Context: an optimization exercise on an open-source flow, tuned for small area, a short achievable clock period and few clock cycles per item. The choices shown serve that exercise and are no tape-out recipe. Power is estimated from default activity; no workload was simulated.

==> flow/design.v (excerpt) <==
module time_based_processor(
    input           clk,             
    input           rst_n,           
    input  [7:0]    data_in,         
    input  [2:0]    opcode,          
    input           data_valid,      
    output [15:0]   data_out,        
    output          data_ready,      
    output [3:0]    status_flags     
);
    localparam OP_NOP     = 3'b000;
    localparam OP_ADD     = 3'b001;
    localparam OP_SUB     = 3'b010;
    localparam OP_MUL     = 3'b011;
    localparam OP_SHIFT   = 3'b100;
    localparam OP_FILTER  = 3'b101;
    localparam OP_INVERT  = 3'b110;
    localparam OP_COMPARE = 3'b111;
    reg        wait_b;        
    reg        busy;          
    reg        ready;         
    reg [7:0]  x;             
    reg [2:0]  op;            
    reg [15:0] result;
    reg        flag_ovf;
    wire idle = ~(wait_b | busy | ready);
    wire [7:0] b = data_in;
    function [10:0] padd;
        input [9:0] a, b;
        input       ci;
        reg   [9:0] g, p, gg, pp;
        integer i, l;
        begin
            p = a ^ b;
            g = (a & b) | {9'd0, p[0] & ci};
            gg = g;
            pp = p;
            for (l = 0; l < 4; l = l + 1)
                for (i = 9; i >= 0; i = i - 1)
                    if ((i >> l) & 1) begin
                        gg[i] = gg[i] | (pp[i] & gg[((i >> l) << l) - 1]);
                        pp[i] = pp[i] & pp[((i >> l) << l) - 1];
                    end
            padd = {gg[9], p ^ {gg[8:0], ci}};
        end
    endfunction
  ...
Size in the first run: roughly 540 cells after synthesis, ~31 flip-flops, ~0.0035 mm2 of cells after synthesis.
Settings: LEC_CHECK=0, ABC_AREA=1, CAP_MARGIN=20, CORE_MARGIN=2, CORE_UTILIZATION=40, SETUP_SLACK_MARGIN=3, SLEW_MARGIN=20; clock period 5.5 ns.
standard.sh (not shown) runs the stock make flow with config.mk's settings and CLKGATE_MAP_FILE= SYNTH_SCRIPT=/design/flow/synth_recipe.tcl, a recipe that flattens the netlist after the stock synthesis.
==> flow/flow/run.sh <==
#!/bin/bash
# Standard layout with two changes: plain buf_1 cells as the port buffers,
# and half and full adders left to abc as plain gates (flow/noha.mk).
bash standard.sh "DESIGN_CONFIG=$PWD/flow/noha.mk" "BUFFER_PORTS_ARGS=-buffer_cell sky130_fd_sc_hd__buf_1" finish > standard.log 2>&1
==> flow/flow/noha.mk <==
# The standard flow's settings, plus the half and full adders cells marked don't-use so that
# synthesis leaves half and full adders to abc as plain gates.
include $(FLOW_CONFIG)
export DONT_USE_CELLS += sky130_fd_sc_hd__ha_1 sky130_fd_sc_hd__ha_2 sky130_fd_sc_hd__ha_4 sky130_fd_sc_hd__fa_1 sky130_fd_sc_hd__fa_2 sky130_fd_sc_hd__fa_4
The baseline went through all stages and came out clean.
Rerun with:
Settings changed: SETUP_SLACK_MARGIN 3 to 2.75.
The new run passed the timing, DRC and antenna checks. Global-route usage drops by 0.38 points. Setup slack loses 74 ps. Sequential power goes up by about 2%. Power went up by about 1.5%. Combinational power is about the same. Hold slack loses 7.1 ps. Clock-buffer cell count is higher by 2. Design area came out lower by 0.97%. Cell count is unchanged. Sequential cell count stays the same.
Rerun with:
==> flow/flow/run.sh (replaced) <==
#!/bin/bash
# Standard layout with these changes: plain buf_1 cells as the port buffers,
# and half and full adders left to abc as plain gates (flow/noha.mk); after global routing, gates off the critical paths are downsized (RECOVER_POWER).
bash standard.sh "DESIGN_CONFIG=$PWD/flow/noha.mk" "BUFFER_PORTS_ARGS=-buffer_cell sky130_fd_sc_hd__buf_1" RECOVER_POWER=100 finish > standard.log 2>&1
Die area does not change.
Non-clock buffer count does not change.
Total power goes down by 2.0%.
Hold slack is worse by 7.5 ps.
Via count goes up by 0.93%.
Clock skew barely changes.
Synthesized area stays the same.
Rerun with:
==> flow/flow/run.sh (replaced) <==
#!/bin/bash
# Standard layout with two changes: plain buf_1 cells as the port buffers,
# and half adders left to abc as plain gates (flow/noha.mk).
bash standard.sh "DESIGN_CONFIG=$PWD/flow/noha.mk" "BUFFER_PORTS_ARGS=-buffer_cell sky130_fd_sc_hd__buf_1" finish > standard.log 2>&1
==> flow/flow/noha.mk (replaced) <==
# The standard flow's settings, plus the half adders cells marked don't-use so that
# synthesis leaves half adders to abc as plain gates.
include $(FLOW_CONFIG)
export DONT_USE_CELLS += sky130_fd_sc_hd__ha_1 sky130_fd_sc_hd__ha_2 sky130_fd_sc_hd__ha_4
Settings changed: SETUP_SLACK_MARGIN 2.75 to 2.5.
After rerunning:
- critical path depth is higher by 4
- clock power rose by about 5%
- design area fell by 5.5%
- sequential power fell by about 2%
- worst hold slack gets better by 19 ps
- combinational power drops by about 10%
- core utilization decreases by 1.4 points
- wire length falls by 6.5%
- count of clock-buffer cells in the layout is unchanged
- non-clock buffer count shrinks by 4
No run of this note included a check of the RTL's function; only the layout flow was run.

==> port drivers added, routing unchanged <==
In the flow no input, the clock included, has a driving cell. The finished layouts below were timed again as built, in two steps. Step 1, drivers: a clkbuf_16 drives clk and a buf_2 each remaining input, both assumed. Step 2 times the ports against the registers' clock, not the clock port: input delays grow and output delays shrink by t, the midpoint of the rising clock arrivals with the driver on. a / b / c = no drivers / after step 1 / after step 2; a / b = the first two.
| run | t, ns | setup WS [ns] | worst setup path at the end |
|---|---|---|---|
| the first run | 0.309 | 2.608 / 2.576 / 2.774 | input to register |
| the second run | 0.318 | 2.534 / 2.504 / 2.588 | input to register |
| the third run | 0.318 | 2.281 / 2.252 / 2.332 | input to register |
| the fourth run | 0.314 | 2.614 / 2.614 / 2.340 | input to register |
After both steps setup and hold are still met in every run listed. The setup slack of the fourth run, which loses most, moves by 0.000 ns with the drivers and by -0.274 ns with both steps.
